Background: an optimization exercise with open tools, aiming at small area, a short achievable clock period and few clock cycles. Do not read the settings as production practice.
Function was checked by simulation only, so behaviour that the tests miss may differ from the original.
Power and IR drop assume default switching activity.

Design One_Core_CPU_Mips_Top, start of the top module:
module One_Core_CPU_Mips_Top(Clk, Reset, PCAddDisplay, WriteDataDisplay,
                             IMemAddr, IMemData,
                             DMemAddr, DMemWriteData, DMemByteEnable, DMemWrite, DMemReadData);
    input Clk, Reset;
    output [31:0] PCAddDisplay;
    output [31:0] WriteDataDisplay;
    output [9:0]  IMemAddr;
    input  [31:0] IMemData;
    output [9:0]  DMemAddr;
    output [31:0] DMemWriteData;
    output [3:0]  DMemByteEnable;
    output        DMemWrite;
    input  [31:0] DMemReadData;
    reg  [31:0] pc;
    wire [31:0] pc4 = pc + 32'd4;
    assign IMemAddr = pc[11:2];
    wire        if_jump    = (IMemData[31:27] == 5'b00001);           
    wire [31:0] if_jtarget = {pc4[31:28], IMemData[25:0], 2'b00};
    wire [5:0] f_op = IMemData[31:26];
    wire [5:0] f_fn = IMemData[5:0];
    wire f_r      = (f_op == 6'h00);
    wire f_jr     = f_r & (f_fn == 6'h08);
    wire f_shift  = f_r & ((f_fn == 6'h00) | (f_fn == 6'h02)) & (IMemData[25:21] == 5'd0);
    wire f_ralu   = f_r & ~f_jr & ~f_shift;
    wire f_mul    = (f_op == 6'h1c);
    wire f_br     = (f_op == 6'h04) | (f_op == 6'h05) | (f_op == 6'h06) | (f_op == 6'h07) | (f_op == 6'h01);
  ...
export LEC_CHECK = 0
export CAP_MARGIN = 20
export CORE_MARGIN = 2
export CORE_UTILIZATION = 50
export SLEW_MARGIN = 20
create_clock -name core_clock -period 11.0 [get_ports {Clk}]
standard.sh (not shown) runs the stock make flow with config.mk's settings and CLKGATE_MAP_FILE= SYNTH_SCRIPT=/design/flow/synth_recipe.tcl, a recipe that flattens the netlist after the stock synthesis.
==> flow/flow/run.sh <==
#!/bin/bash
set -o pipefail
bash standard.sh SETUP_SLACK_MARGIN=7 TNS_END_PERCENT=10 \
  "CTS_ARGS=-sink_clustering_enable -repair_clock_nets -dont_use_dummy_load -buf_list sky130_fd_sc_hd__clkbuf_8 -root_buf sky130_fd_sc_hd__clkbuf_16" \
  "BUFFER_PORTS_ARGS=-buffer_cell sky130_fd_sc_hd__buf_2" \
  finish > standard_flow.log 2>&1
Testbench counts at the start, summed over its fixed seeds: cycles 79,147.
==> next run, changes <==
--- a/flow/design.v
+++ b/flow/design.v
@@ -850,38 +850,35 @@
                                 .we(w_wr), .wa(w_rd), .wd(w_data),
                                 .qa(rf_rs), .qb(rf_rt), .r2(PCAddDisplay), .r3(WriteDataDisplay));
     wire [31:0] byp_rs = w_is_rs ? w_data : rf_rs;     
     wire [31:0] byp_rt = w_is_rt ? w_data : rf_rt;
     wire [31:0] cmp_rs = m_is_rs ? m_res : byp_rs;     
     wire [31:0] cmp_rt = m_is_rt ? m_res : byp_rt;
     wire eq   = (cmp_rs == cmp_rt);
     wire ltz  = cmp_rs[31];
     wire zero = (cmp_rs == 32'd0);
     wire cond = (op_beq & eq) | (op_bne & ~eq) | (op_blez & (ltz | zero)) |
                 (op_bgtz & ~ltz & ~zero) |
                 (op_regi & (d_rt == 5'd0) & ltz) | (op_regi & (d_rt == 5'd1) & ~ltz);
-    wire id_go    = d_valid & ~stall;
-    wire br_take  = id_go & cond;                  
-    wire jr_take  = id_go & is_jr;
-    wire redirect = br_take | jr_take;
+    wire redirect = d_valid & ~stall & (cond | is_jr);
     wire [31:0] br_target = pc + {{14{d_imm[15]}}, d_imm, 2'b00};
     wire [31:0] jal_link  = {pc[31:28], d_instr[25:0], 2'b00};
-    wire [31:0] pc_alt = jr_take ? cmp_rs : stall ? pc : if_jump ? if_jtarget : pc4;
-    wire [31:0] pc_nxt = br_take ? br_target : pc_alt;
+    wire [31:0] target = is_jr ? cmp_rs : br_target;
     always @(posedge Clk or posedge Reset) begin
         if (Reset) begin
             pc      <= 32'd0;
             d_valid <= 1'b0;
         end else begin
-            pc <= pc_nxt;
+            if (redirect)      pc <= target;
+            else if (!stall)   pc <= if_jump ? if_jtarget : pc4;
             if (redirect)      d_valid <= 1'b0;
             else if (!stall)   d_valid <= 1'b1;
         end
     end
     always @(posedge Clk) begin
         if (!stall) begin
             d_instr <= f_jal ? {IMemData[31:26], pc4[27:2]} : IMemData;
             d_uses_rs  <= f_uses_rs;
             d_uses_rt  <= f_uses_rt;
             d_needs_id <= f_br | f_jr;
             d_wrp      <= f_wr;
             d_destp    <= f_dest;
Result:
- via count went up by a few percent
- clock power went down slightly
- worst hold slack is worse by 4.0 ps
- synthesized area went down slightly
- cell area went up by a few percent
- final cell count went up slightly
- core utilization went up by 2.8 points
- clock-buffer cell count went down by 6
- setup slack is better by 200 ps
- flip-flop and latch count does not change
- total power went up by a little under a tenth
- routed wire length went up by a few percent
- global-route usage went up by 2.2 points
Testbench counts after the change, summed over its fixed seeds: cycles 79,147.

## what the ideal ports hide
The results above use ideal ports. As a check the final layouts listed here were re-extracted and re-timed, cells and wires unchanged.
Step 1 (the two cells are an assumption about what drives the block):
set clk [get_ports {Clk}]
set_driving_cell -lib_cell sky130_fd_sc_hd__clkbuf_16 $clk
set_driving_cell -lib_cell sky130_fd_sc_hd__buf_2 [delete_from_list [all_inputs] $clk]
Step 2, shift: input delay + t, output delay - t, t = (earliest + latest rising clock arrival at the registers) / 2. This alone moves slack from input paths to output paths.
a / b / c = no drivers / after step 1 / after step 2; a / b = the first two.
run | t (ns) | setup slack, ns | cell pins on the clock port's net
the first run | 0.916 | 5.858 / 5.858 / 5.858 | 1
the second run | 0.936 | 6.059 / 6.059 / 5.896 | 1
After both steps every run listed still meets setup and hold. The setup slack of the second run, which loses most, moves by 0.000 ns with the drivers and by -0.163 ns with both steps.
